Source: an optimization exercise on an open RTL-to-GDS flow (aim: small area). Production flows keep margins and buffers that such runs may drop. Function was checked by simulation only, so behaviour that the tests miss may differ from the original. Power and IR drop assume default switching activity.

==> flow/design.v, too long to show whole: its modules and the start of the top module <==
// module font8x8_basic: 268 lines
// module vga_char_glyph: 37 lines
// module vga_status_overlay: 1401 lines
module vga_status_overlay #(
    parameter signed [15:0] TEMP_Q15_COLD = 16'sd4096,    
    parameter signed [15:0] TEMP_Q15_HOT  = 16'sd16384    
)(
    input  wire        pix_clk,
    input  wire        rst,
    input  wire [9:0]  hcount,
    input  wire [9:0]  vcount,
    input  wire        active_video,
    input  wire        frame_tick,    
    input  wire [11:0] rgb_bg,
    input  wire  signed [15:0] sample_q15,    
    input  wire  signed [15:0] duty_q15,      
    input  wire         fan_temp_on,          
    input  wire         fan_manual_on,        
    input  wire         fan_pir_on,           
    input  wire         fan_on,               
    input  wire [7:0]   uart_tx_byte,         
    input  wire         uart_tx_vld,          
    input  wire         byte_accepted,        
    input  wire  signed [15:0] theta_q15,     
    input  wire         pir_active,           
    input  wire         pir_rise,             
    input  wire  signed [15:0] enc_pos,          
    input  wire                enc_step_pulse,   
    input  wire                enc_dir,          
    input  wire        sw_temp_en,       
    input  wire        sw_manual_en,     
    input  wire        sw_pir_en,        
    output reg  [11:0] rgb_out
);
  // ...
==> flow/run.sh <==
#!/bin/bash
# synth_recipe.tcl (not shown) runs the flow's synth.tcl, then flattens the netlist and writes it again
# the make line also repeats each setting of config.mk as NAME=value (left out here)
make -C /OpenROAD-flow-scripts/flow DESIGN_CONFIG=/design/flow/config.mk WORK_HOME=/design/flow/orfs CLKGATE_MAP_FILE= SYNTH_SCRIPT=/design/flow/synth_recipe.tcl finish
==> flow/config.mk <==
export PLATFORM = sky130hd
export DESIGN_NAME = vga_status_overlay
export DESIGN_NICKNAME = vga_status_overlay
export VERILOG_FILES = /design/flow/design.v
export SDC_FILE = /design/flow/constraint.sdc
export NUM_CORES = 4
export LEC_CHECK = 0
export CAP_MARGIN = 20
export CORE_MARGIN = 2
export CORE_UTILIZATION = 40
export SLEW_MARGIN = 20
==> flow/constraint.sdc <==
create_clock -name core_clock -period 20.0 [get_ports {pix_clk}]
set_input_delay 4.0000 -clock core_clock [delete_from_list [all_inputs] [get_ports {pix_clk}]]
set_output_delay 4.0000 -clock core_clock [all_outputs]
set_load 0.01 [all_outputs]
==> results.txt, run 1 <==
status finished clean; simple-gate portion of the synthesized area 0.273; Non-clock buffer share 0.0455; met1 WL 52800 um; Worst Hold Path Cells 1; post-layout instance area 39700 um^2; Seq. pwr 0.000700 W; inverter count 228; CP Class in2out; Seq/Total Area, Yosys 0.178; final worst setup slack 1110 ps; Post-CTS Resized 0; clock latency on the worst-skew pair 570 ps; post-synthesis register bit count 322; Critical Path RT 16000 ps; Int Pwr 0.00177 W; DR pass1 iterations 6; vias per cell 6.07; fraction of standard cell area in multi-input logic 0.699; die area 92900 um^2; Setup WS pre-CTS 1280 ps; multi-input gates 4197; XOR/XNOR Fraction of Synth Area 0.0490; clock power share 0.244; final-stage net count 5468; syn avg cell area 7.19 um^2; Arr. time, crit path 14890 ps; Flop pwr share 0.223; Worst Path Buf+Inv 7; fraction of layout cells with a size suffix above 1 0.0540; Largest delay share family, worst path compound AO/OA/AOI/OAI gates; final wirelength 118000 um; Setup crit end kind primary output; Total Routing Usage GR 0.241; combinational share of power 0.534; Hold Fails Final Rpt 0; Rows 110
==> run 2, diff against run 1 <==
==> flow/design.v (replaced) <==
`timescale 1ns/1ps
module font8x8_basic (
    input  wire [7:0] char_code,    
    input  wire [2:0] row,          
    output reg  [7:0] row_bits      
);
    always @* begin
        row_bits = 8'b0000_0000;
        case (char_code)
            "0": begin
                case (row)
                    3'd1: row_bits = 8'b0011_1100;
                    3'd2: row_bits = 8'b0100_0010;
                    3'd3: row_bits = 8'b0100_0010;
                    3'd4: row_bits = 8'b0100_0010;
                    3'd5: row_bits = 8'b0100_0010;
                    3'd6: row_bits = 8'b0011_1100;
                    default: ;
                endcase
            end
            "1": begin
                case (row)
                    3'd1: row_bits = 8'b0001_1000;
                    3'd2: row_bits = 8'b0010_1000;
                    3'd3: row_bits = 8'b0000_1000;
                    3'd4: row_bits = 8'b0000_1000;
                    3'd5: row_bits = 8'b0000_1000;
                    3'd6: row_bits = 8'b0011_1110;
                    default: ;
                endcase
            end
            "2": begin
                case (row)
                    3'd1: row_bits = 8'b0011_1100;
                    3'd2: row_bits = 8'b0100_0010;
                    3'd3: row_bits = 8'b0000_0100;
                    3'd4: row_bits = 8'b0000_1000;
                    3'd5: row_bits = 8'b0001_0000;
                    3'd6: row_bits = 8'b0111_1110;
                    default: ;
                endcase
            end
            "3": begin
                case (row)
                    3'd1: row_bits = 8'b0011_1100;
                    3'd2: row_bits = 8'b0100_0010;
                    3'd3: row_bits = 8'b0000_1100;
                    3'd4: row_bits = 8'b0000_1100;
                    3'd5: row_bits = 8'b0100_0010;
                    3'd6: row_bits = 8'b0011_1100;
                    default: ;
                endcase
            end
            "5": begin
                case (row)
                    3'd1: row_bits = 8'b0111_1110;
                    3'd2: row_bits = 8'b0100_0000;
                    3'd3: row_bits = 8'b0111_1100;
                    3'd4: row_bits = 8'b0000_0010;
                    3'd5: row_bits = 8'b0100_0010;
                    3'd6: row_bits = 8'b0011_1100;
                    default: ;
                endcase
            end
            "6": begin
                case (row)
                    3'd1: row_bits = 8'b0011_1100;
                    3'd2: row_bits = 8'b0100_0000;
                    3'd3: row_bits = 8'b0111_1100;
                    3'd4: row_bits = 8'b0100_0010;
                    3'd5: row_bits = 8'b0100_0010;
                    3'd6: row_bits = 8'b0011_1100;
                    default: ;
                endcase
            end
            "7": begin
                case (row)
                    3'd1: row_bits = 8'b0111_1110;
                    3'd2: row_bits = 8'b0000_0010;
                    3'd3: row_bits = 8'b0000_0100;
                    3'd4: row_bits = 8'b0000_1000;
                    3'd5: row_bits = 8'b0001_0000;
                    3'd6: row_bits = 8'b0001_0000;
                    default: ;
                endcase
            end
            "8": begin
                case (row)
                    3'd1: row_bits = 8'b0011_1100;
                    3'd2: row_bits = 8'b0100_0010;
                    3'd3: row_bits = 8'b0011_1100;
                    3'd4: row_bits = 8'b0100_0010;
                    3'd5: row_bits = 8'b0100_0010;
                    3'd6: row_bits = 8'b0011_1100;
                    default: ;
                endcase
            end
            "9": begin
                case (row)
                    3'd1: row_bits = 8'b0011_1100;
                    3'd2: row_bits = 8'b0100_0010;
                    3'd3: row_bits = 8'b0100_0010;
                    3'd4: row_bits = 8'b0011_1110;
                    3'd5: row_bits = 8'b0000_0010;
                    3'd6: row_bits = 8'b0011_1100;
                    default: ;
                endcase
            end
            "T": begin
                case (row)
                    3'd1: row_bits = 8'b0111_1110;
                    3'd2: row_bits = 8'b0001_1000;
                    3'd3: row_bits = 8'b0001_1000;
                    3'd4: row_bits = 8'b0001_1000;
                    3'd5: row_bits = 8'b0001_1000;
                    3'd6: row_bits = 8'b0001_1000;
                    default: ;
                endcase
            end
            "E": begin
                case (row)
                    3'd1: row_bits = 8'b0111_1110;
                    3'd2: row_bits = 8'b0100_0000;
                    3'd3: row_bits = 8'b0111_1100;
                    3'd4: row_bits = 8'b0100_0000;
                    3'd5: row_bits = 8'b0100_0000;
                    3'd6: row_bits = 8'b0111_1110;
                    default: ;
                endcase
            end
            "M": begin
                case (row)
                    3'd1: row_bits = 8'b0100_0010;
                    3'd2: row_bits = 8'b0110_0110;
                    3'd3: row_bits = 8'b0101_1010;
                    3'd4: row_bits = 8'b0100_0010;
                    3'd5: row_bits = 8'b0100_0010;
                    3'd6: row_bits = 8'b0100_0010;
                    default: ;
                endcase
            end
            "P": begin
                case (row)
                    3'd1: row_bits = 8'b0111_1100;
                    3'd2: row_bits = 8'b0100_0010;
                    3'd3: row_bits = 8'b0111_1100;
                    3'd4: row_bits = 8'b0100_0000;
                    3'd5: row_bits = 8'b0100_0000;
                    3'd6: row_bits = 8'b0100_0000;
                    default: ;
                endcase
            end
            "A": begin
                case (row)
                    3'd1: row_bits = 8'b0011_1100;
                    3'd2: row_bits = 8'b0100_0010;
                    3'd3: row_bits = 8'b0100_0010;
                    3'd4: row_bits = 8'b0111_1110;
                    3'd5: row_bits = 8'b0100_0010;
                    3'd6: row_bits = 8'b0100_0010;
                    default: ;
                endcase
            end
            "N": begin
                case (row)
                    3'd1: row_bits = 8'b0100_0010;
                    3'd2: row_bits = 8'b0110_0010;
                    3'd3: row_bits = 8'b0101_0010;
                    3'd4: row_bits = 8'b0100_1010;
                    3'd5: row_bits = 8'b0100_0110;
                    3'd6: row_bits = 8'b0100_0010;
                    default: ;
                endcase
            end
            "I": begin
                case (row)
                    3'd1: row_bits = 8'b0011_1100;
                    3'd2: row_bits = 8'b0001_1000;
                    3'd3: row_bits = 8'b0001_1000;
                    3'd4: row_bits = 8'b0001_1000;
                    3'd5: row_bits = 8'b0001_1000;
                    3'd6: row_bits = 8'b0011_1100;
                    default: ;
                endcase
            end
            "R": begin
                case (row)
                    3'd1: row_bits = 8'b0111_1100;
                    3'd2: row_bits = 8'b0100_0010;
                    3'd3: row_bits = 8'b0111_1100;
                    3'd4: row_bits = 8'b0100_1000;
                    3'd5: row_bits = 8'b0100_0100;
                    3'd6: row_bits = 8'b0100_0010;
                    default: ;
                endcase
            end
            "F": begin
                case (row)
                    3'd1: row_bits = 8'b0111_1110;
                    3'd2: row_bits = 8'b0100_0000;
                    3'd3: row_bits = 8'b0111_1100;
                    3'd4: row_bits = 8'b0100_0000;
                    3'd5: row_bits = 8'b0100_0000;
                    3'd6: row_bits = 8'b0100_0000;
                    default: ;
                endcase
            end
            "O": begin
                case (row)
                    3'd1: row_bits = 8'b0011_1100;
                    3'd2: row_bits = 8'b0100_0010;
                    3'd3: row_bits = 8'b0100_0010;
                    3'd4: row_bits = 8'b0100_0010;
                    3'd5: row_bits = 8'b0100_0010;
                    3'd6: row_bits = 8'b0011_1100;
                    default: ;
                endcase
            end
            "S": begin
                case (row)
                    3'd1: row_bits = 8'b0011_1110;
                    3'd2: row_bits = 8'b0100_0000;
                    3'd3: row_bits = 8'b0011_1100;
                    3'd4: row_bits = 8'b0000_0010;
                    3'd5: row_bits = 8'b0000_0010;
                    3'd6: row_bits = 8'b0111_1100;
                    default: ;
                endcase
            end
            "V": begin
                case (row)
                    3'd1: row_bits = 8'b0100_0010;
                    3'd2: row_bits = 8'b0100_0010;
                    3'd3: row_bits = 8'b0100_0010;
                    3'd4: row_bits = 8'b0010_0100;
                    3'd5: row_bits = 8'b0010_0100;
                    3'd6: row_bits = 8'b0001_1000;
                    default: ;
                endcase
            end
            "Y": begin
                case (row)
                    3'd1: row_bits = 8'b0100_0010;
                    3'd2: row_bits = 8'b0010_0100;
                    3'd3: row_bits = 8'b0001_1000;
                    3'd4: row_bits = 8'b0001_1000;
                    3'd5: row_bits = 8'b0001_1000;
                    3'd6: row_bits = 8'b0001_1000;
                    default: ;
                endcase
            end
           "4": begin
                case (row)
                    3'd1: row_bits = 8'b0000_1100;
                    3'd2: row_bits = 8'b0001_0100;
                    3'd3: row_bits = 8'b0010_0100;
                    3'd4: row_bits = 8'b0111_1110;
                    3'd5: row_bits = 8'b0000_0100;
                    3'd6: row_bits = 8'b0000_0100;
                    default: ;
                endcase
            end
            " ": begin
            end
            default: begin
            end
        endcase
    end
endmodule
`timescale 1ns/1ps
module vga_char_glyph #(
    parameter integer CH_W = 8,
    parameter integer CH_H = 8
)(
    input  wire       clk_pix,
    input  wire       rst_pix,
    input  wire [9:0] hcount,        
    input  wire [9:0] vcount,
    input  wire       active_video,  
    input  wire [9:0] x0,            
    input  wire [9:0] y0,            
    input  wire [7:0] char_code,     
    output reg        pixel_on       
);
    wire in_box =
        active_video &&
        (hcount >= x0) && (hcount < x0 + CH_W) &&
        (vcount >= y0) && (vcount < y0 + CH_H);
    wire [9:0] rel_x = hcount - x0;
    wire [9:0] rel_y = vcount - y0;
    wire [2:0] col = rel_x[2:0];    
    wire [2:0] row = rel_y[2:0];    
    wire [7:0] row_bits;
    font8x8_basic u_font (
        .char_code(char_code),
        .row      (row),
        .row_bits (row_bits)
    );
    wire font_bit = row_bits[7 - col];
    always @(posedge clk_pix) begin
        if (rst_pix) begin
            pixel_on <= 1'b0;
        end else begin
            pixel_on <= in_box && font_bit;
        end
    end
endmodule
`timescale 1ns/1ps
module vga_status_overlay #(
    parameter signed [15:0] TEMP_Q15_COLD = 16'sd4096,
    parameter signed [15:0] TEMP_Q15_HOT  = 16'sd16384
)(
    input  wire        pix_clk,
    input  wire        rst,
    input  wire [9:0]  hcount,
    input  wire [9:0]  vcount,
    input  wire        active_video,
    input  wire        frame_tick,
    input  wire [11:0] rgb_bg,
    input  wire  signed [15:0] sample_q15,
    input  wire  signed [15:0] duty_q15,
    input  wire         fan_temp_on,
    input  wire         fan_manual_on,
    input  wire         fan_pir_on,
    input  wire         fan_on,
    input  wire [7:0]   uart_tx_byte,
    input  wire         uart_tx_vld,
    input  wire         byte_accepted,
    input  wire  signed [15:0] theta_q15,
    input  wire         pir_active,
    input  wire         pir_rise,
    input  wire  signed [15:0] enc_pos,
    input  wire                enc_step_pulse,
    input  wire                enc_dir,
    input  wire        sw_temp_en,
    input  wire        sw_manual_en,
    input  wire        sw_pir_en,
    output reg  [11:0] rgb_out
);
    wire [9:0] h = hcount;
    wire [9:0] v = vcount;
    reg rst_q, rst_qq;
    always @(posedge pix_clk) begin
        rst_q  <= rst;
        rst_qq <= rst_q;
    end
    wire s1_clr = rst_q | rst_qq;         
    wire ld     = frame_tick & ~rst;      
    wire ld_v   = ld & ~s1_clr;           
    reg [6:0]  st_s0, st_s1;       
    reg [15:0] smp_s0, smp_s1;
    reg [8:0]  dty_s0;             
    reg [7:0]  dty_s1;             
    reg [15:0] th_s0;
    reg [8:0]  th_s1;              
    reg        th_s1_neg;
    reg [7:0]  txb_s0, txb_s1;
    reg [4:0]  ev_s0, ev_s1;       
    reg        dir_s0, dir_s1;
    reg [15:0] enc_s0, enc_s1;
    reg [17:0] th_y;
    reg [8:0]  th_deg;
    reg        th_c, th_a;
    integer    tci;
    always @* begin
        th_c = 1'b0;
        for (tci = 0; tci < 18; tci = tci + 1) begin
            th_a = (tci >= 2 && tci < 17) ? th_s0[tci-2] : 1'b0;
            th_y[tci] = (tci < 15 ? th_s0[tci] : 1'b0) ^ th_a ^ th_c;
            th_c = ((tci < 15 ? th_s0[tci] : 1'b0) & th_a) |
                   (th_c & ((tci < 15 ? th_s0[tci] : 1'b0) ^ th_a));
        end
        th_c = 1'b0;
        for (tci = 3; tci < 12; tci = tci + 1)
            th_c = (th_y[tci] & th_y[tci-3]) | (th_c & (th_y[tci] ^ th_y[tci-3]));
        for (tci = 12; tci < 21; tci = tci + 1) begin
            th_a = (tci < 18) ? th_y[tci] : 1'b0;
            th_deg[tci-12] = th_a ^ th_y[tci-3] ^ th_c;
            th_c = (th_a & th_y[tci-3]) | (th_c & (th_a ^ th_y[tci-3]));
        end
    end
    always @(posedge pix_clk) begin
        st_s0  <= {fan_temp_on, fan_manual_on, fan_pir_on, fan_on,
                   sw_temp_en, sw_manual_en, sw_pir_en};
        st_s1  <= st_s0;
        smp_s0 <= sample_q15;
        smp_s1 <= smp_s0;
        dty_s0 <= duty_q15[15:7];
        dty_s1 <= dty_s0[8] ? 8'd0 : dty_s0[7:0];
        th_s0  <= theta_q15;
        th_s1  <= th_deg;
        th_s1_neg <= th_s0[15];
        txb_s0 <= uart_tx_byte;
        txb_s1 <= txb_s0;
        ev_s0  <= {uart_tx_vld, byte_accepted, pir_rise, enc_step_pulse, pir_active};
        ev_s1  <= ev_s0;
        dir_s0 <= enc_dir;
        dir_s1 <= dir_s0;
        enc_s1 <= enc_s0;
    end
    always @(posedge pix_clk)
        enc_s0 <= rst ? 16'd0 : enc_pos;
    wire [4:0] ev = ev_s1 & {5{~s1_clr}};    
    wire tx_vld_sync = ev[4];
    wire ba_sync     = ev[3];
    wire pir_rise_s1 = ev[2];
    wire enc_step_s1 = ev[1];
    wire pir_act_s1  = ev[0];
    reg [3:0] ev_prev;    
    always @(posedge pix_clk)
        ev_prev <= ev[4:1];
    wire tx_vld_rise = tx_vld_sync & ~ev_prev[3];
    wire ba_rise     = ba_sync     & ~ev_prev[2];
    wire pir_rise_px = pir_rise_s1 & ~ev_prev[1];
    wire enc_step_px = enc_step_s1 & ~ev_prev[0];
    reg [6:0] st_pix;
    reg [7:0] temp_code;       
    reg [7:0] temp_h;          
    reg [7:0] duty_pix;        
    reg [8:0] deg;             
    wire [15:0] smp = smp_s1;
    wire        smp_lo = smp[15] | (smp[15:12] == 4'd0) |
                         (smp[15:0] == 16'd4096);
    wire        smp_hi = (smp[15:14] != 2'b00);
    wire [13:0] t_delta = {smp[13] ~^ smp[12], ~smp[12], smp[11:0]};   
    reg  [8:0]  t_q128;
    reg         t_c, t_a;
    integer     tqi;
    always @* begin
        t_c = 1'b0;
        for (tqi = 2; tqi < 7; tqi = tqi + 1)
            t_c = (t_delta[tqi] & t_delta[tqi-2]) | (t_c & (t_delta[tqi] ^ t_delta[tqi-2]));
        for (tqi = 7; tqi < 16; tqi = tqi + 1) begin
            t_a = (tqi < 14) ? t_delta[tqi] : 1'b0;
            t_q128[tqi-7] = t_a ^ t_delta[tqi-2] ^ t_c;
            t_c = (t_a & t_delta[tqi-2]) | (t_c & (t_a ^ t_delta[tqi-2]));
        end
    end
    reg  [7:0]  t_div3;
    reg  [1:0]  t_rem;
    reg  [2:0]  t_x;
    integer     ti;
    always @* begin
        t_rem = 2'd0;
        t_div3 = 8'd0;
        for (ti = 8; ti >= 0; ti = ti - 1) begin
            t_x = {t_rem, t_q128[ti]};
            case (t_x)
                3'd0: begin t_rem = 2'd0; if (ti < 8) t_div3[ti] = 1'b0; end
                3'd1: begin t_rem = 2'd1; if (ti < 8) t_div3[ti] = 1'b0; end
                3'd2: begin t_rem = 2'd2; if (ti < 8) t_div3[ti] = 1'b0; end
                3'd3: begin t_rem = 2'd0; if (ti < 8) t_div3[ti] = 1'b1; end
                3'd4: begin t_rem = 2'd1; if (ti < 8) t_div3[ti] = 1'b1; end
                default: begin t_rem = 2'd2; if (ti < 8) t_div3[ti] = 1'b1; end
            endcase
        end
    end
    wire [7:0]  t_height = smp_lo ? 8'd0 : smp_hi ? 8'd159 : t_div3;
    always @(posedge pix_clk) begin
        if (rst) begin
            st_pix    <= 7'd0;
            temp_code <= 8'd0;
            temp_h    <= 8'd0;
            duty_pix  <= 8'd0;
            deg       <= 9'd0;
        end else if (frame_tick) begin
            st_pix    <= s1_clr ? 7'd0 : st_s1;
            temp_code <= s1_clr ? 8'd0 : smp[15:8];
            temp_h    <= s1_clr ? 8'd0 : t_height;
            duty_pix  <= s1_clr ? 8'd0 : dty_s1;
            deg       <= (s1_clr | th_s1_neg) ? 9'd0 : th_s1;
        end
    end
    wire fan_temp_pix   = st_pix[6];
    wire fan_manual_pix = st_pix[5];
    wire fan_pir_pix    = st_pix[4];
    wire fan_on_pix     = st_pix[3];
    wire sw_temp_pix    = st_pix[2];
    wire sw_manual_pix  = st_pix[1];
    wire sw_pir_pix     = st_pix[0];
    reg [7:0] rot_h;           
    reg       enc_chg_d1, enc_chg;
    reg       enc_dir_pix;
    wire [7:0] enc_mag = enc_s1[15] ? (~enc_s1[15:8] + {7'd0, enc_s1[7:0] == 8'd0})
                                    : enc_s1[15:8];
    always @(posedge pix_clk) begin
        rot_h       <= (rst | rst_q) ? 8'd10 : enc_mag + 8'd10;
        enc_dir_pix <= (rst | s1_clr) ? 1'b0 : dir_s1;
        enc_chg_d1  <= (rst | rst_q) ? 1'b0 : (enc_s0 != enc_s1);
        enc_chg     <= rst ? 1'b0 : enc_chg_d1;
    end
    reg [5:0] pir_cnt;  reg pir_nz;
    reg [5:0] rot_cnt;  reg rot_nz;
    reg [7:0] ul;        
    reg [15:0] ucount;
    reg [7:0]  uart_acc;
    localparam [7:0] UL_SEED = 8'h01;
    function [7:0] ul_step;    
        input [7:0] s;
        ul_step = {s[6:0], s[7] ^ s[5] ^ s[4] ^ s[3]};
    endfunction
    localparam [7:0] UL_LAST = 8'h80;    
    always @(posedge pix_clk) begin
        if (rst) begin
            pir_cnt <= 6'd0; pir_nz <= 1'b0;
            rot_cnt <= 6'd0; rot_nz <= 1'b0;
            ul      <= 8'd0;
            ucount  <= 16'd0;
            uart_acc <= 8'd0;
        end else begin
            if (pir_rise_px) begin
                pir_cnt <= 6'd63; pir_nz <= 1'b1;
            end else if (frame_tick && pir_nz)
                pir_cnt <= pir_cnt - 6'd1;
            if (enc_chg || enc_step_px) begin
                rot_cnt <= 6'd63; rot_nz <= 1'b1;
            end else if (frame_tick && rot_nz)
                rot_cnt <= rot_cnt - 6'd1;
            if (tx_vld_rise)
                ul <= UL_SEED;
            else if (frame_tick && ul != 8'd0)
                ul <= (ul == UL_LAST) ? 8'd0 : ul_step(ul);
            if (ba_rise) begin
                ucount   <= ucount + 16'd1;
                uart_acc <= txb_s1;
            end
        end
    end
    function [7:0] leg_rom;
        input [6:0] hb;
        input [2:0] vr;
        begin
            case ({hb, vr})
                {7'd43, 3'd0}: leg_rom = 8'b00000001;
                {7'd43, 3'd1}: leg_rom = 8'b00000001;
                {7'd43, 3'd2}: leg_rom = 8'b00000001;
                {7'd43, 3'd5}: leg_rom = 8'b00000111;
                {7'd43, 3'd6}: leg_rom = 8'b00000001;
                {7'd43, 3'd7}: leg_rom = 8'b00000001;
                {7'd44, 3'd0}: leg_rom = 8'b10000100;
                {7'd44, 3'd1}: leg_rom = 8'b10000100;
                {7'd44, 3'd2}: leg_rom = 8'b10000011;
                {7'd44, 3'd5}: leg_rom = 8'b11100011;
                {7'd44, 3'd6}: leg_rom = 8'b10000100;
                {7'd44, 3'd7}: leg_rom = 8'b10000100;
                {7'd45, 3'd0}: leg_rom = 8'b00100100;
                {7'd45, 3'd1}: leg_rom = 8'b00100100;
                {7'd45, 3'd2}: leg_rom = 8'b11000100;
                {7'd45, 3'd5}: leg_rom = 8'b11000111;
                {7'd45, 3'd6}: leg_rom = 8'b00100100;
                {7'd45, 3'd7}: leg_rom = 8'b00100111;
                {7'd46, 3'd5}: leg_rom = 8'b11100000;
                {7'd46, 3'd7}: leg_rom = 8'b11000000;
                {7'd53, 3'd0}: leg_rom = 8'b00000001;
                {7'd53, 3'd1}: leg_rom = 8'b00000001;
                {7'd53, 3'd2}: leg_rom = 8'b00000001;
                {7'd53, 3'd5}: leg_rom = 8'b00000111;
                {7'd53, 3'd6}: leg_rom = 8'b00000001;
                {7'd53, 3'd7}: leg_rom = 8'b00000001;
                {7'd54, 3'd0}: leg_rom = 8'b10000100;
                {7'd54, 3'd1}: leg_rom = 8'b10000100;
                {7'd54, 3'd2}: leg_rom = 8'b10000100;
                {7'd54, 3'd5}: leg_rom = 8'b11100100;
                {7'd54, 3'd6}: leg_rom = 8'b10000110;
                {7'd54, 3'd7}: leg_rom = 8'b10000101;
                {7'd55, 3'd0}: leg_rom = 8'b00100100;
                {7'd55, 3'd1}: leg_rom = 8'b00100100;
                {7'd55, 3'd2}: leg_rom = 8'b00100100;
                {7'd55, 3'd5}: leg_rom = 8'b00100111;
                {7'd55, 3'd6}: leg_rom = 8'b01100100;
                {7'd55, 3'd7}: leg_rom = 8'b10100111;
                {7'd56, 3'd5}: leg_rom = 8'b11000000;
                {7'd56, 3'd6}: leg_rom = 8'b00100000;
                {7'd56, 3'd7}: leg_rom = 8'b11000000;
                {7'd63, 3'd2}: leg_rom = 8'b00000111;
                {7'd63, 3'd5}: leg_rom = 8'b00000011;
                {7'd63, 3'd6}: leg_rom = 8'b00000100;
                {7'd63, 3'd7}: leg_rom = 8'b00000011;
                {7'd64, 3'd0}: leg_rom = 8'b00100100;
                {7'd64, 3'd1}: leg_rom = 8'b00100100;
                {7'd64, 3'd2}: leg_rom = 8'b11000100;
                {7'd64, 3'd5}: leg_rom = 8'b11100111;
                {7'd64, 3'd6}: leg_rom = 8'b00000100;
                {7'd64, 3'd7}: leg_rom = 8'b11000111;
                {7'd65, 3'd0}: leg_rom = 8'b10000010;
                {7'd65, 3'd1}: leg_rom = 8'b01000010;
                {7'd65, 3'd2}: leg_rom = 8'b00100001;
                {7'd65, 3'd5}: leg_rom = 8'b11000100;
                {7'd65, 3'd6}: leg_rom = 8'b00100100;
                {7'd65, 3'd7}: leg_rom = 8'b11000100;
                {7'd66, 3'd0}: leg_rom = 8'b01000000;
                {7'd66, 3'd1}: leg_rom = 8'b01000000;
                {7'd66, 3'd2}: leg_rom = 8'b10000000;
                {7'd66, 3'd5}: leg_rom = 8'b00100000;
                {7'd66, 3'd6}: leg_rom = 8'b00100000;
                {7'd66, 3'd7}: leg_rom = 8'b00100000;
                {7'd73, 3'd2}: leg_rom = 8'b00000111;
                {7'd73, 3'd5}: leg_rom = 8'b00000011;
                {7'd73, 3'd6}: leg_rom = 8'b00000100;
                {7'd73, 3'd7}: leg_rom = 8'b00000011;
                {7'd74, 3'd0}: leg_rom = 8'b00100001;
                {7'd74, 3'd1}: leg_rom = 8'b00100001;
                {7'd74, 3'd2}: leg_rom = 8'b11000001;
                {7'd74, 3'd5}: leg_rom = 8'b11100100;
                {7'd74, 3'd6}: leg_rom = 8'b00000010;
                {7'd74, 3'd7}: leg_rom = 8'b11000001;
                {7'd75, 3'd0}: leg_rom = 8'b10000000;
                {7'd75, 3'd1}: leg_rom = 8'b10000000;
                {7'd75, 3'd2}: leg_rom = 8'b10000111;
                {7'd75, 3'd5}: leg_rom = 8'b00100011;
                {7'd75, 3'd6}: leg_rom = 8'b01000100;
                {7'd75, 3'd7}: leg_rom = 8'b10000011;
                {7'd76, 3'd0}: leg_rom = 8'b00100000;
                {7'd76, 3'd1}: leg_rom = 8'b00100000;
                {7'd76, 3'd2}: leg_rom = 8'b11000000;
                {7'd76, 3'd5}: leg_rom = 8'b11100000;
                {7'd76, 3'd7}: leg_rom = 8'b11000000;
                default: leg_rom = 8'b0;
            endcase
        end
    endfunction
    function [7:0] fan_rom;
        input [6:0] hb;
        input [2:0] vr;
        begin
            case ({hb, vr})
                {7'd41, 3'd1}: fan_rom = 8'b01000010;
                {7'd41, 3'd2}: fan_rom = 8'b01100110;
                {7'd41, 3'd3}: fan_rom = 8'b01011010;
                {7'd41, 3'd4}: fan_rom = 8'b01000010;
                {7'd41, 3'd5}: fan_rom = 8'b01000010;
                {7'd41, 3'd6}: fan_rom = 8'b01000010;
                {7'd42, 3'd1}: fan_rom = 8'b00111100;
                {7'd42, 3'd2}: fan_rom = 8'b01000010;
                {7'd42, 3'd3}: fan_rom = 8'b01000010;
                {7'd42, 3'd4}: fan_rom = 8'b01111110;
                {7'd42, 3'd5}: fan_rom = 8'b01000010;
                {7'd42, 3'd6}: fan_rom = 8'b01000010;
                {7'd43, 3'd1}: fan_rom = 8'b01000010;
                {7'd43, 3'd2}: fan_rom = 8'b01100010;
                {7'd43, 3'd3}: fan_rom = 8'b01010010;
                {7'd43, 3'd4}: fan_rom = 8'b01001010;
                {7'd43, 3'd5}: fan_rom = 8'b01000110;
                {7'd43, 3'd6}: fan_rom = 8'b01000010;
                {7'd51, 3'd1}: fan_rom = 8'b01111110;
                {7'd51, 3'd2}: fan_rom = 8'b00011000;
                {7'd51, 3'd3}: fan_rom = 8'b00011000;
                {7'd51, 3'd4}: fan_rom = 8'b00011000;
                {7'd51, 3'd5}: fan_rom = 8'b00011000;
                {7'd51, 3'd6}: fan_rom = 8'b00011000;
                {7'd52, 3'd1}: fan_rom = 8'b01111110;
                {7'd52, 3'd2}: fan_rom = 8'b01000000;
                {7'd52, 3'd3}: fan_rom = 8'b01111100;
                {7'd52, 3'd4}: fan_rom = 8'b01000000;
                {7'd52, 3'd5}: fan_rom = 8'b01000000;
                {7'd52, 3'd6}: fan_rom = 8'b01111110;
                {7'd53, 3'd1}: fan_rom = 8'b01000010;
                {7'd53, 3'd2}: fan_rom = 8'b01100110;
                {7'd53, 3'd3}: fan_rom = 8'b01011010;
                {7'd53, 3'd4}: fan_rom = 8'b01000010;
                {7'd53, 3'd5}: fan_rom = 8'b01000010;
                {7'd53, 3'd6}: fan_rom = 8'b01000010;
                {7'd54, 3'd1}: fan_rom = 8'b01111100;
                {7'd54, 3'd2}: fan_rom = 8'b01000010;
                {7'd54, 3'd3}: fan_rom = 8'b01111100;
                {7'd54, 3'd4}: fan_rom = 8'b01000000;
                {7'd54, 3'd5}: fan_rom = 8'b01000000;
                {7'd54, 3'd6}: fan_rom = 8'b01000000;
                {7'd61, 3'd1}: fan_rom = 8'b01111100;
                {7'd61, 3'd2}: fan_rom = 8'b01000010;
                {7'd61, 3'd3}: fan_rom = 8'b01111100;
                {7'd61, 3'd4}: fan_rom = 8'b01000000;
                {7'd61, 3'd5}: fan_rom = 8'b01000000;
                {7'd61, 3'd6}: fan_rom = 8'b01000000;
                {7'd62, 3'd1}: fan_rom = 8'b00111100;
                {7'd62, 3'd2}: fan_rom = 8'b00011000;
                {7'd62, 3'd3}: fan_rom = 8'b00011000;
                {7'd62, 3'd4}: fan_rom = 8'b00011000;
                {7'd62, 3'd5}: fan_rom = 8'b00011000;
                {7'd62, 3'd6}: fan_rom = 8'b00111100;
                {7'd63, 3'd1}: fan_rom = 8'b01111100;
                {7'd63, 3'd2}: fan_rom = 8'b01000010;
                {7'd63, 3'd3}: fan_rom = 8'b01111100;
                {7'd63, 3'd4}: fan_rom = 8'b01001000;
                {7'd63, 3'd5}: fan_rom = 8'b01000100;
                {7'd63, 3'd6}: fan_rom = 8'b01000010;
                {7'd71, 3'd1}: fan_rom = 8'b01111110;
                {7'd71, 3'd2}: fan_rom = 8'b01000000;
                {7'd71, 3'd3}: fan_rom = 8'b01111100;
                {7'd71, 3'd4}: fan_rom = 8'b01000000;
                {7'd71, 3'd5}: fan_rom = 8'b01000000;
                {7'd71, 3'd6}: fan_rom = 8'b01000000;
                {7'd72, 3'd1}: fan_rom = 8'b00111100;
                {7'd72, 3'd2}: fan_rom = 8'b01000010;
                {7'd72, 3'd3}: fan_rom = 8'b01000010;
                {7'd72, 3'd4}: fan_rom = 8'b01111110;
                {7'd72, 3'd5}: fan_rom = 8'b01000010;
                {7'd72, 3'd6}: fan_rom = 8'b01000010;
                {7'd73, 3'd1}: fan_rom = 8'b01000010;
                {7'd73, 3'd2}: fan_rom = 8'b01100010;
                {7'd73, 3'd3}: fan_rom = 8'b01010010;
                {7'd73, 3'd4}: fan_rom = 8'b01001010;
                {7'd73, 3'd5}: fan_rom = 8'b01000110;
                {7'd73, 3'd6}: fan_rom = 8'b01000010;
                default: fan_rom = 8'b0;
            endcase
        end
    endfunction
    function [7:0] t60_rom;
        input [6:0] hb;
        input [2:0] vr;
        begin
            case ({hb, vr})
                {7'd57, 3'd1}: t60_rom = 8'b00111100;
                {7'd57, 3'd2}: t60_rom = 8'b01000000;
                {7'd57, 3'd3}: t60_rom = 8'b01111100;
                {7'd57, 3'd4}: t60_rom = 8'b01000010;
                {7'd57, 3'd5}: t60_rom = 8'b01000010;
                {7'd57, 3'd6}: t60_rom = 8'b00111100;
                {7'd58, 3'd1}: t60_rom = 8'b00111100;
                {7'd58, 3'd2}: t60_rom = 8'b01000010;
                {7'd58, 3'd3}: t60_rom = 8'b01000010;
                {7'd58, 3'd4}: t60_rom = 8'b01000010;
                {7'd58, 3'd5}: t60_rom = 8'b01000010;
                {7'd58, 3'd6}: t60_rom = 8'b00111100;
                {7'd59, 3'd1}: t60_rom = 8'b01111110;
                {7'd59, 3'd2}: t60_rom = 8'b01000000;
                {7'd59, 3'd3}: t60_rom = 8'b01111100;
                {7'd59, 3'd4}: t60_rom = 8'b01000000;
                {7'd59, 3'd5}: t60_rom = 8'b01000000;
                {7'd59, 3'd6}: t60_rom = 8'b01000000;
                default: t60_rom = 8'b0;
            endcase
        end
    endfunction
    function [7:0] t75_rom;
        input [6:0] hb;
        input [2:0] vr;
        begin
            case ({hb, vr})
                {7'd57, 3'd0}: t75_rom = 8'b00000010;
                {7'd57, 3'd1}: t75_rom = 8'b00000100;
                {7'd57, 3'd2}: t75_rom = 8'b00001000;
                {7'd57, 3'd3}: t75_rom = 8'b00010000;
                {7'd57, 3'd4}: t75_rom = 8'b00010000;
                {7'd57, 3'd7}: t75_rom = 8'b01111110;
                {7'd58, 3'd0}: t75_rom = 8'b01000000;
                {7'd58, 3'd1}: t75_rom = 8'b01111100;
                {7'd58, 3'd2}: t75_rom = 8'b00000010;
                {7'd58, 3'd3}: t75_rom = 8'b01000010;
                {7'd58, 3'd4}: t75_rom = 8'b00111100;
                {7'd58, 3'd7}: t75_rom = 8'b01111110;
                {7'd59, 3'd0}: t75_rom = 8'b01000000;
                {7'd59, 3'd1}: t75_rom = 8'b01111100;
                {7'd59, 3'd2}: t75_rom = 8'b01000000;
                {7'd59, 3'd3}: t75_rom = 8'b01000000;
                {7'd59, 3'd4}: t75_rom = 8'b01000000;
                {7'd59, 3'd7}: t75_rom = 8'b01111110;
                default: t75_rom = 8'b0;
            endcase
        end
    endfunction
    function [7:0] t90_rom;
        input [6:0] hb;
        input [2:0] vr;
        begin
            case ({hb, vr})
                {7'd57, 3'd0}: t90_rom = 8'b01000010;
                {7'd57, 3'd1}: t90_rom = 8'b00111110;
                {7'd57, 3'd2}: t90_rom = 8'b00000010;
                {7'd57, 3'd3}: t90_rom = 8'b00111100;
                {7'd57, 3'd6}: t90_rom = 8'b00111100;
                {7'd57, 3'd7}: t90_rom = 8'b01000010;
                {7'd58, 3'd0}: t90_rom = 8'b01000010;
                {7'd58, 3'd1}: t90_rom = 8'b01000010;
                {7'd58, 3'd2}: t90_rom = 8'b01000010;
                {7'd58, 3'd3}: t90_rom = 8'b00111100;
                {7'd58, 3'd6}: t90_rom = 8'b00111100;
                {7'd58, 3'd7}: t90_rom = 8'b01000010;
                {7'd59, 3'd0}: t90_rom = 8'b01111100;
                {7'd59, 3'd1}: t90_rom = 8'b01000000;
                {7'd59, 3'd2}: t90_rom = 8'b01000000;
                {7'd59, 3'd3}: t90_rom = 8'b01000000;
                {7'd59, 3'd6}: t90_rom = 8'b01111110;
                {7'd59, 3'd7}: t90_rom = 8'b01000000;
                default: t90_rom = 8'b0;
            endcase
        end
    endfunction
    function ge10;    
        input [9:0] a;
        input [9:0] b;
        integer i;
        reg r;
        begin
            r = 1'b1;
            for (i = 0; i < 10; i = i + 1)
                r = b[i] ? (a[i] & r) : (a[i] | r);
            ge10 = r;
        end
    endfunction
    function inr;     
        input [9:0] a;
        input [9:0] lo;
        input [9:0] hi;
        inr = ge10(a, lo) & ge10(hi, a);
    endfunction
    wire in_leg_txt = inr(v, 10'd20, 10'd27);
    wire in_fan_txt = inr(v, 10'd40, 10'd47);
    wire in_t60     = inr(v, 10'd432, 10'd439);
    wire in_t75     = inr(v, 10'd358, 10'd365);
    wire in_t90     = inr(v, 10'd285, 10'd292);
    wire [7:0] txt_bits  = (in_leg_txt ? leg_rom(h[9:3], v[2:0]) : 8'd0) |
                           (in_fan_txt ? fan_rom(h[9:3], v[2:0]) : 8'd0);
    wire [7:0] tick_bits = (in_t60 ? t60_rom(h[9:3], v[2:0]) : 8'd0) |
                           (in_t75 ? t75_rom(h[9:3], v[2:0]) : 8'd0) |
                           (in_t90 ? t90_rom(h[9:3], v[2:0]) : 8'd0);
    reg text_q, tick_q;
    always @(posedge pix_clk) begin
        if (rst) begin
            text_q <= 1'b0;
            tick_q <= 1'b0;
        end else begin
            text_q <= active_video & txt_bits[~h[2:0]];
            tick_q <= active_video & tick_bits[~h[2:0]];
        end
    end
    wire vb_td = inr(v, 10'd429, 10'd435);
    wire box_t = vb_td && inr(h, 10'd488, 10'd504);
    wire box_d = vb_td && inr(h, 10'd568, 10'd584);
    wire box_h = inr(v, 10'd132, 10'd138) && inr(h, 10'd328, 10'd344);
    wire box_u = inr(v, 10'd114, 10'd120) && inr(h, 10'd388, 10'd410);
    wire [6:0] pct = ge10({3'd0, duty_pix[7:1]}, 10'd101) ? 7'd100 : duty_pix[7:1];
    wire [8:0] dval = box_t ? {1'b0, temp_code} :
                      box_d ? {2'b00, pct} : deg;
    function [3:0] add3;
        input [3:0] x;
        case (x)
            4'd5: add3 = 4'd8;
            4'd6: add3 = 4'd9;
            4'd7: add3 = 4'd10;
            4'd8: add3 = 4'd11;
            4'd9: add3 = 4'd12;
            default: add3 = x;
        endcase
    endfunction
    reg [11:0] bcd;
    integer bi;
    always @* begin
        bcd = 12'd0;
        for (bi = 8; bi >= 0; bi = bi - 1) begin
            bcd = {add3(bcd[11:8]), add3(bcd[7:4]), add3(bcd[3:0])};
            bcd = {bcd[10:0], dval[bi]};
        end
    end
    wire [4:0] xw = h[4:0] - (box_u ? 5'd4 : box_d ? 5'd24 : 5'd8);
    reg [1:0] didx;
    reg [2:0] dcol;
    always @* begin
        case (xw)
            5'd0, 5'd1, 5'd2, 5'd3, 5'd4, 5'd5:       didx = 2'd0;
            5'd6, 5'd7, 5'd8, 5'd9, 5'd10, 5'd11:     didx = 2'd1;
            5'd12, 5'd13, 5'd14, 5'd15, 5'd16, 5'd17: didx = 2'd2;
            default:                                  didx = 2'd3;
        endcase
        case (xw)
            5'd0, 5'd6, 5'd12, 5'd18: dcol = 3'd0;
            5'd1, 5'd7, 5'd13, 5'd19: dcol = 3'd1;
            5'd2, 5'd8, 5'd14, 5'd20: dcol = 3'd2;
            5'd3, 5'd9, 5'd15, 5'd21: dcol = 3'd3;
            5'd4, 5'd10, 5'd16, 5'd22: dcol = 3'd4;
            default:                  dcol = 3'd5;
        endcase
    end
    wire [2:0] drow = v[2:0] - (box_u ? 3'd2 : box_h ? 3'd4 : 3'd5);
    reg [3:0] dsel;
    always @* begin
        if (box_u) begin
            case (didx)
                2'd0: dsel = ucount[15:12];
                2'd1: dsel = ucount[11:8];
                2'd2: dsel = ucount[7:4];
                default: dsel = ucount[3:0];
            endcase
        end else begin
            case (didx)
                2'd0: dsel = bcd[11:8];
                2'd1: dsel = bcd[7:4];
                default: dsel = bcd[3:0];
            endcase
        end
    end
    function [34:0] digit_5x7_bitmap;
        input [3:0] d;
        begin
            case (d)
                4'd0: digit_5x7_bitmap = 35'b01110_10001_10011_10101_11001_10001_01110;
                4'd1: digit_5x7_bitmap = 35'b00100_01100_00100_00100_00100_00100_01110;
                4'd2: digit_5x7_bitmap = 35'b01110_10001_00001_00010_00100_01000_11111;
                4'd3: digit_5x7_bitmap = 35'b01110_10001_00001_00110_00001_10001_01110;
                4'd4: digit_5x7_bitmap = 35'b00010_00110_01010_10010_11111_00010_00010;
                4'd5: digit_5x7_bitmap = 35'b11111_10000_11110_00001_00001_10001_01110;
                4'd6: digit_5x7_bitmap = 35'b00110_01000_10000_11110_10001_10001_01110;
                4'd7: digit_5x7_bitmap = 35'b11111_00001_00010_00100_01000_01000_01000;
                4'd8: digit_5x7_bitmap = 35'b01110_10001_10001_01110_10001_10001_01110;
                4'd9: digit_5x7_bitmap = 35'b01110_10001_10001_01111_00001_00010_01100;
                default: digit_5x7_bitmap = 35'd0;
            endcase
        end
    endfunction
    wire [34:0] dbits = digit_5x7_bitmap(dsel);
    reg  [4:0]  drow_bits;
    always @* begin
        case (drow)
            3'd0: drow_bits = dbits[34:30];
            3'd1: drow_bits = dbits[29:25];
            3'd2: drow_bits = dbits[24:20];
            3'd3: drow_bits = dbits[19:15];
            3'd4: drow_bits = dbits[14:10];
            3'd5: drow_bits = dbits[9:5];
            default: drow_bits = dbits[4:0];
        endcase
    end
    reg dpix;
    always @* begin
        case (dcol)
            3'd0: dpix = drow_bits[4];
            3'd1: dpix = drow_bits[3];
            3'd2: dpix = drow_bits[2];
            3'd3: dpix = drow_bits[1];
            3'd4: dpix = drow_bits[0];
            default: dpix = 1'b0;
        endcase
    end
    wire digit_on = (box_t | box_d | box_h | box_u) && dpix;
    wire in_col0 = inr(h, 10'd320, 10'd399);
    wire in_col1 = inr(h, 10'd400, 10'd479);
    wire in_col2 = inr(h, 10'd480, 10'd559);
    wire in_col3 = inr(h, 10'd560, 10'd639);
    wire in_legend = inr(v, 10'd16, 10'd27);
    wire in_fanrow = inr(v, 10'd32, 10'd63);
    wire in_statrow = inr(v, 10'd64, 10'd95);
    wire temp_cold = ~ge10({2'd0, temp_h}, 10'd53);
    wire temp_hot  = ge10({2'd0, temp_h}, 10'd106);
    wire [2:0] hp_hi = h[9:5] == 5'd15 ? 3'd0 : h[9:5] == 5'd16 ? 3'd1 :
                       h[9:5] == 5'd17 ? 3'd2 : h[9:5] == 5'd18 ? 3'd3 : 3'd4;
    wire in_pir = inr(v, 10'd96, 10'd127) && inr(h, 10'd480, 10'd639) &&
                  (pir_nz ? ge10({4'd0, pir_cnt}, {4'd0, hp_hi, h[4:2]}) : (h == 10'd480));
    wire in_ubits = inr(v, 10'd102, 10'd121) && inr(h, 10'd324, 10'd475);
    reg ubit;
    always @* begin
        if (ge10(10'd342, h)) ubit = uart_acc[7];
        else if (ge10(10'd361, h)) ubit = uart_acc[6];
        else if (ge10(10'd380, h)) ubit = uart_acc[5];
        else if (ge10(10'd399, h)) ubit = uart_acc[4];
        else if (ge10(10'd418, h)) ubit = uart_acc[3];
        else if (ge10(10'd437, h)) ubit = uart_acc[2];
        else if (ge10(10'd456, h)) ubit = uart_acc[1];
        else                   ubit = uart_acc[0];
    end
    wire segr1 = inr(v, 10'd196, 10'd205);
    wire segr2 = inr(v, 10'd206, 10'd215);
    wire segc0 = inr(h, 10'd584, 10'd591);
    wire segc1 = inr(h, 10'd595, 10'd602);
    wire segc2 = inr(h, 10'd606, 10'd613);
    wire segc3 = inr(h, 10'd617, 10'd624);
    wire in_seg = (segr1 | segr2) & (segc0 | segc1 | segc2 | segc3);
    wire [6:0] dp = duty_pix[7:1];
    wire [9:0] dpx = {3'd0, dp};
    wire seg_lit = segr1 ? (segc0 ? ge10(dpx, 10'd13) : segc1 ? ge10(dpx, 10'd25) :
                            segc2 ? ge10(dpx, 10'd38) : ge10(dpx, 10'd50))
                         : (segc0 ? ge10(dpx, 10'd63) : segc1 ? ge10(dpx, 10'd75) :
                            segc2 ? ge10(dpx, 10'd88) : ge10(dpx, 10'd100));
    reg [8:0] vu;
    reg       vu_b;
    integer   vui;
    always @* begin
        vu_b = 1'b0;
        for (vui = 0; vui < 9; vui = vui + 1) begin
            vu[vui] = v[vui] ^ vu_b ^ ((9'd440 >> vui) & 1'b1);
            vu_b = ((9'd440 >> vui) & 1'b1) ? (v[vui] & vu_b) : (v[vui] | vu_b);
        end
    end
    wire v_le440 = ge10(10'd440, v);
    wire in_tbar = inr(h, 10'd488, 10'd507) && v_le440 && ge10({2'd0, temp_h}, {1'b0, vu});
    wire in_dbar = inr(h, 10'd568, 10'd587) && v_le440 && ge10({2'd0, duty_pix}, {1'b0, vu});
    wire in_rbar = inr(h, 10'd624, 10'd639) && ge10(10'd430, v) && ge10({2'd0, rot_h}, {1'b0, vu});
    wire in_tick = inr(h, 10'd482, 10'd487) &&
                   ((v == 10'd435) || (v == 10'd436) || (v == 10'd361) ||
                    (v == 10'd362) || (v == 10'd288) || (v == 10'd289));
    wire cx_mid = inr(h, 10'd597, 10'd602);
    wire cy_mid = inr(v, 10'd141, 10'd146);
    wire comp_N = cx_mid && inr(v, 10'd133, 10'd138);
    wire comp_S = cx_mid && inr(v, 10'd149, 10'd154);
    wire comp_W = cy_mid && inr(h, 10'd589, 10'd594);
    wire comp_E = cy_mid && inr(h, 10'd605, 10'd610);
    wire comp_C = cx_mid && cy_mid;
    wire [9:0] degx = {1'b0, deg};
    wire d45 = ge10(degx, 10'd45), d135 = ge10(degx, 10'd135);
    wire d225 = ge10(degx, 10'd225), d315 = ge10(degx, 10'd315);
    wire dir_N = ~d45 | d315;
    wire dir_E = d45 & ~d135;
    wire dir_S = d135 & ~d225;
    wire dir_W = d225 & ~d315;
    wire [3:0] rl = rot_nz ? rot_cnt[5:2] : 4'd0;
    wire stat_sys_ok = fan_on_pix | pir_act_s1 | ba_sync;
    always @* begin
        if (!active_video)
            rgb_out = 12'h000;
        else if (text_q)
            rgb_out = 12'hFFF;
        else if (in_rbar)
            rgb_out = enc_dir_pix ? {1'b0, rl[3:1], rl, 4'h0} : {rl, 4'h0, 1'b0, rl[3:1]};
        else if ((comp_N && dir_N) || (comp_E && dir_E) || (comp_S && dir_S) || (comp_W && dir_W))
            rgb_out = 12'hFFF;
        else if (comp_N | comp_E | comp_S | comp_W | comp_C)
            rgb_out = 12'h888;
        else if (tick_q | in_tick)
            rgb_out = 12'hFFF;
        else if (digit_on)
            rgb_out = box_u ? 12'h0FF : 12'hFFF;
        else if (in_dbar)
            rgb_out = {4'h0, duty_pix[7:4], 4'h0};
        else if (in_tbar)
            rgb_out = temp_cold ? 12'h04F : temp_hot ? 12'hF00 : 12'h0F0;
        else if (in_seg)
            rgb_out = seg_lit ? 12'h0F0 : 12'h060;
        else if (in_ubits)
            rgb_out = ubit ? 12'h0FF : 12'h222;
        else if (in_pir)
            rgb_out = pir_act_s1 ? 12'h0F0 : 12'hFF0;
        else if (in_statrow && in_col0)
            rgb_out = (ul != 8'd0) ? 12'h0FF : 12'h222;
        else if (in_statrow && in_col1)
            rgb_out = temp_hot ? 12'hF00 : temp_cold ? 12'h00F : 12'h0F0;
        else if (in_statrow && in_col2)
            rgb_out = rot_nz ? 12'h0F0 : 12'h222;
        else if (in_statrow && in_col3)
            rgb_out = stat_sys_ok ? 12'hF0F : 12'h222;
        else if (in_fanrow && in_col0)
            rgb_out = !sw_manual_pix ? 12'h222 : fan_manual_pix ? 12'h04F : 12'h027;
        else if (in_fanrow && in_col1)
            rgb_out = !sw_temp_pix ? 12'h222 : fan_temp_pix ? 12'hF80 : 12'h630;
        else if (in_fanrow && in_col2)
            rgb_out = !sw_pir_pix ? 12'h222 : fan_pir_pix ? 12'h0F0 : 12'h050;
        else if (in_fanrow && in_col3)
            rgb_out = fan_on_pix ? 12'hFFF : 12'hF0F;
        else if (in_legend && in_col0)
            rgb_out = 12'h00F;
        else if (in_legend && in_col1)
            rgb_out = 12'h0F0;
        else if (in_legend && in_col2)
            rgb_out = 12'h0FF;
        else if (in_legend && in_col3)
            rgb_out = 12'hF0F;
        else
            rgb_out = rgb_bg;
    end
endmodule
==> run 2 against run 1 <==
Total power is 55% lower. Fmax is 6.4% higher. Core utilization is 2.4 points higher. Combinational power is 82% lower. Sequential share of layout area is 9.8 points higher. Global-route usage is 0.31 points higher. Non-clock buffer count is 57 lower. Worst setup slack better by 1100 ps. Largest cell class unchanged.
==> results.txt, run 2 <==
status finished clean (unchanged); vias in the first global route 16100 (was 34800); top_reg_cell synth dfxtp_1 (unchanged); period utilization 0.888 (was 0.945); DR pass1 iterations 6 (unchanged); Filler Cells Inserted 4172 (was 9297); Reg clk slew, reported paths 70 ps (about the same); CP Class in2out (unchanged); DIE HEIGHT 210 um (was 305 um); final setup fails 0 (unchanged); Syn Std Cell Area 16900 um^2 (was 36200 um^2); Slew Viols, Final 0 (unchanged); Yosys top cell area share 0.300 (was 0.178); Worst path max stage delay 680 ps (was 720 ps); VDD IR-drop max 0.0627 mV (was 0.0688 mV); WL/cell 19.6 um (was 19.0 um); unrepaired setup endpoints after global routing no (unchanged); nature of the critical path startpoint input pin (unchanged); clock latency on the worst-skew pair 600 ps (was 570 ps); htree depth 1 (was 2); commonest non-fill, non-tap cell in the layout nand2_1 (unchanged); top post-synthesis cells by count nand2_1 (255), dfxtp_1 (254), nor2_1 (227) (was nand2_1 (499), nor2_1 (469), a21oi_1 (400)); Psw 0.000427 W (was 0.00138 W); Fin Setup TNS 0 ps (unchanged); initial antenna violation count 1 (unchanged); GR Overflow Total 0 (unchanged); asr flop ratio synth 0 (unchanged); Setup WS pre-CTS 2530 ps (was 1280 ps); post-route ant nets 0 (unchanged); Total Routing Usage GR 0.245 (was 0.241); Tightest Pin Transition 1120 ps (was 1180 ps); CTS tree yes (unchanged); largest area contributor in the netlist dfxtp_1 (unchanged); Fmax achieved 0.0563 GHz (was 0.0529 GHz); Critical Path RT 16000 ps (about the same); final-stage net count 2477 (was 5468); PwrDens 73.0 nW/um^2 (was 79.2 nW/um^2); worst hold path type reg2reg (unchanged); syn avg cell area 7.62 um^2 (was 7.19 um^2); fraction of layout cells with a size suffix above 1 0.0536 (was 0.0540); Post-CTS Resized 0 (unchanged); Final min period 17750 ps (was 18890 ps); fin cells 2835 (was 6190); number of flops mapped to enable cells by yosys 0 (unchanged); dpl cells 2780 (was 6124); combinational share of power 0.211 (was 0.534); relative slew slack 0.247 (was 0.206); vias 17000 (was 37600); Initial Util 0.405 (was 0.403); final worst setup slack 2250 ps (was 1110 ps); Arr. time, crit path 13750 ps (was 14890 ps); CORE AREA 41900 um^2 (was 89900 um^2); final wirelength 55500 um (was 118000 um); die area 44000 um^2 (was 92900 um^2); hold_buf cts 0 (unchanged); DIE WIDTH 210 um (was 305 um); pin count of the biggest net entering global routing 89 (was 129); Max FO, Critical Path 15 (unchanged); RD Place Congestion 1.02 (was 0.961); CTS sink count 254 (was 322); commonest cells after routing, fill and taps aside nand2_1 (255), dfxtp_1 (254), nor2_1 (226) (was nand2_1 (499), nor2_1 (469), a21oi_1 (399)); multi-input logic area 10900 um^2 (was 27800 um^2); I/O Buffers 125 (unchanged); YS warnings 1 (was 3); Rows 75 (was 110); Ports 133 (unchanged); Hold Fails Final Rpt 0 (unchanged); Final HPWL DP 41100 um (was 87400 um); Net Sw Frac 0.299 (was 0.437); postcts setup bufs 0 (unchanged); clock power share 0.399 (was 0.244); initial drt markers 1518 (was 4265); Setup crit end kind primary output (unchanged); synthesis-to-finish area growth 15.2% (was 9.76%); vias per cell 5.99 (was 6.07); global-route wire length before repair 87400 um (was 188000 um); number of max-cap violations 0 (unchanged); Seq/Total Area, Yosys 0.300 (was 0.178); Netlist cell types 108 (was 112); post-synthesis register bit count 254 (was 322); Flop pwr share 0.390 (was 0.223); DRC 0 (unchanged); Pleak 7.30 nW (was 16.0 nW); slowest cell on the critical path a31oi_2 (was xor2_1); Int Pwr 0.000998 W (was 0.00177 W); Root Driver clkbuf_16 (unchanged); cts bufs inserted 29 (was 37); Syn Inst Count 2223 (was 5033); Clock Tree Buf Depth 3 (unchanged); most common cell in the netlist nand2_1 (unchanged); synth top area cells dfxtp_1 (30%), nand2_1 (5.7%), a21oi_1 (5.3%), nor2_1 (5.0%), ha_1 (4.1%) (was dfxtp_1 (18%), ha_1 (11%), a21oi_1 (5.5%), nand2_1 (5.2%), nor2_1 (4.9%)); Final Skew 27.9 ps (was 25.1 ps); Sequential Area 5080 um^2 (was 6450 um^2)
[run 2: changes by cell type in the layout (fill, tap and decap cells not counted), sizes merged, moves of 51 or more]
cell / change
nand3: -55
ha: -271
buf: -61
nor2: -242
a21oi: -218
nor3: -95
mux2i: -60
nor2b: -214
xor2: -51
inv: -126
xnor2: -83
nand2: -243
dfxtp: -68
o21ai: -203
[run 2: metrics by stage]
stage / total power [W] / hold slack [ps] / area (um^2) / util
global placement: 0.000856 / 314 / 18500 / 0.441
finish: 0.00143 / 303 / 19500 / 0.466
global route: 0.00150 / 321 / 19500 / 0.466
floorplan: 0.000769 / 310 / 16900 / -
detailed placement: 0.000861 / 312 / 18500 / 0.441
CTS: 0.00144 / 308 / 19500 / 0.466
[run 2: power by group through the flow]
stage               Combinational, W  Clock, W  Sequential (W)
detailed placement          0.000294         0        0.000567
CTS                         0.000296  0.000586        0.000556
global placement            0.000290         0        0.000566
finish                      0.000300  0.000569        0.000556
floorplan                   0.000209         0        0.000559
global route                0.000333  0.000605        0.000559
[run 2: per-layer routing]
layer,GRT usage,part of all wire
met1,0.328,0.44
met4,0.0829,0.033
met2,0.395,0.45
met3,0.0459,0.078
met5,0,0
[run 2: cell families after synthesis]
family                   count (synthesis)  synth area share
XOR/XNOR                                64            0.0331
multiplexers                            22            0.0138
AND/OR/NAND/NOR                        889             0.252
AO/OA/AOI/OAI                          661             0.260
adder cells (fa/ha/maj)                104            0.0863
buffers and inverters                  229            0.0544
flip-flops                             254             0.300
[run 2: cell type report]
cell class,instances,area share
multi-input cells,1740,0.561
flip-flops and latches,254,0.261
repair buffers,144,0.0713
clock buffers,38,0.0415
well taps,539,0.0346
inverters,103,0.0198
clock inverters,16,0.0114
diodes,1,0.000128
[run 2: worst max-delay path: cells and delay by family]
family	cells	cell delay, ps
adder cells (fa/ha/maj)	6	2260
AO/OA/AOI/OAI	12	2880
buffers and inverters	6	1880
AND/OR/NAND/NOR	10	2690
[run 2: worst paths after layout]
path / start / endpoint / slack [ps] / cells past startpoint
setup / recovery: vcount[0] / rgb_out[1] / 2250 / 34
hold / removal: ev_s0[3] / ev_s1[3] / 300 / 0
setup reg to reg: th_s0[0] / th_s1[7] / 12420 / 25
hold reg to reg: ev_s0[3] / ev_s1[3] / 300 / 0

re-timing with driven ports:
No port has a modelled driver above. Below, the same layouts with a new extraction and two added sets of constraints. Step 1, drivers: a clkbuf_16 drives pix_clk and a buf_2 each remaining input, both assumed. Step 2, shift: input delay + t, output delay - t, t = (earliest + latest rising clock arrival at the registers) / 2. This alone moves slack from input paths to output paths. Slacks: ideal / step 1 / step 2; pairs: ideal / step 1.
run	t (ns)	slack for setup (ns)	hold slack, ns
run 1	0.630	1.108 / 1.085 / 1.085	0.427 / 0.427 / 0.427
run 2	0.630	2.248 / 2.217 / 2.217	0.303 / 0.303 / 0.303
After both steps every run listed still meets setup and hold. For run 2, which loses most, drivers alone change the setup slack by -0.031 ns; drivers and shift together by -0.031 ns.
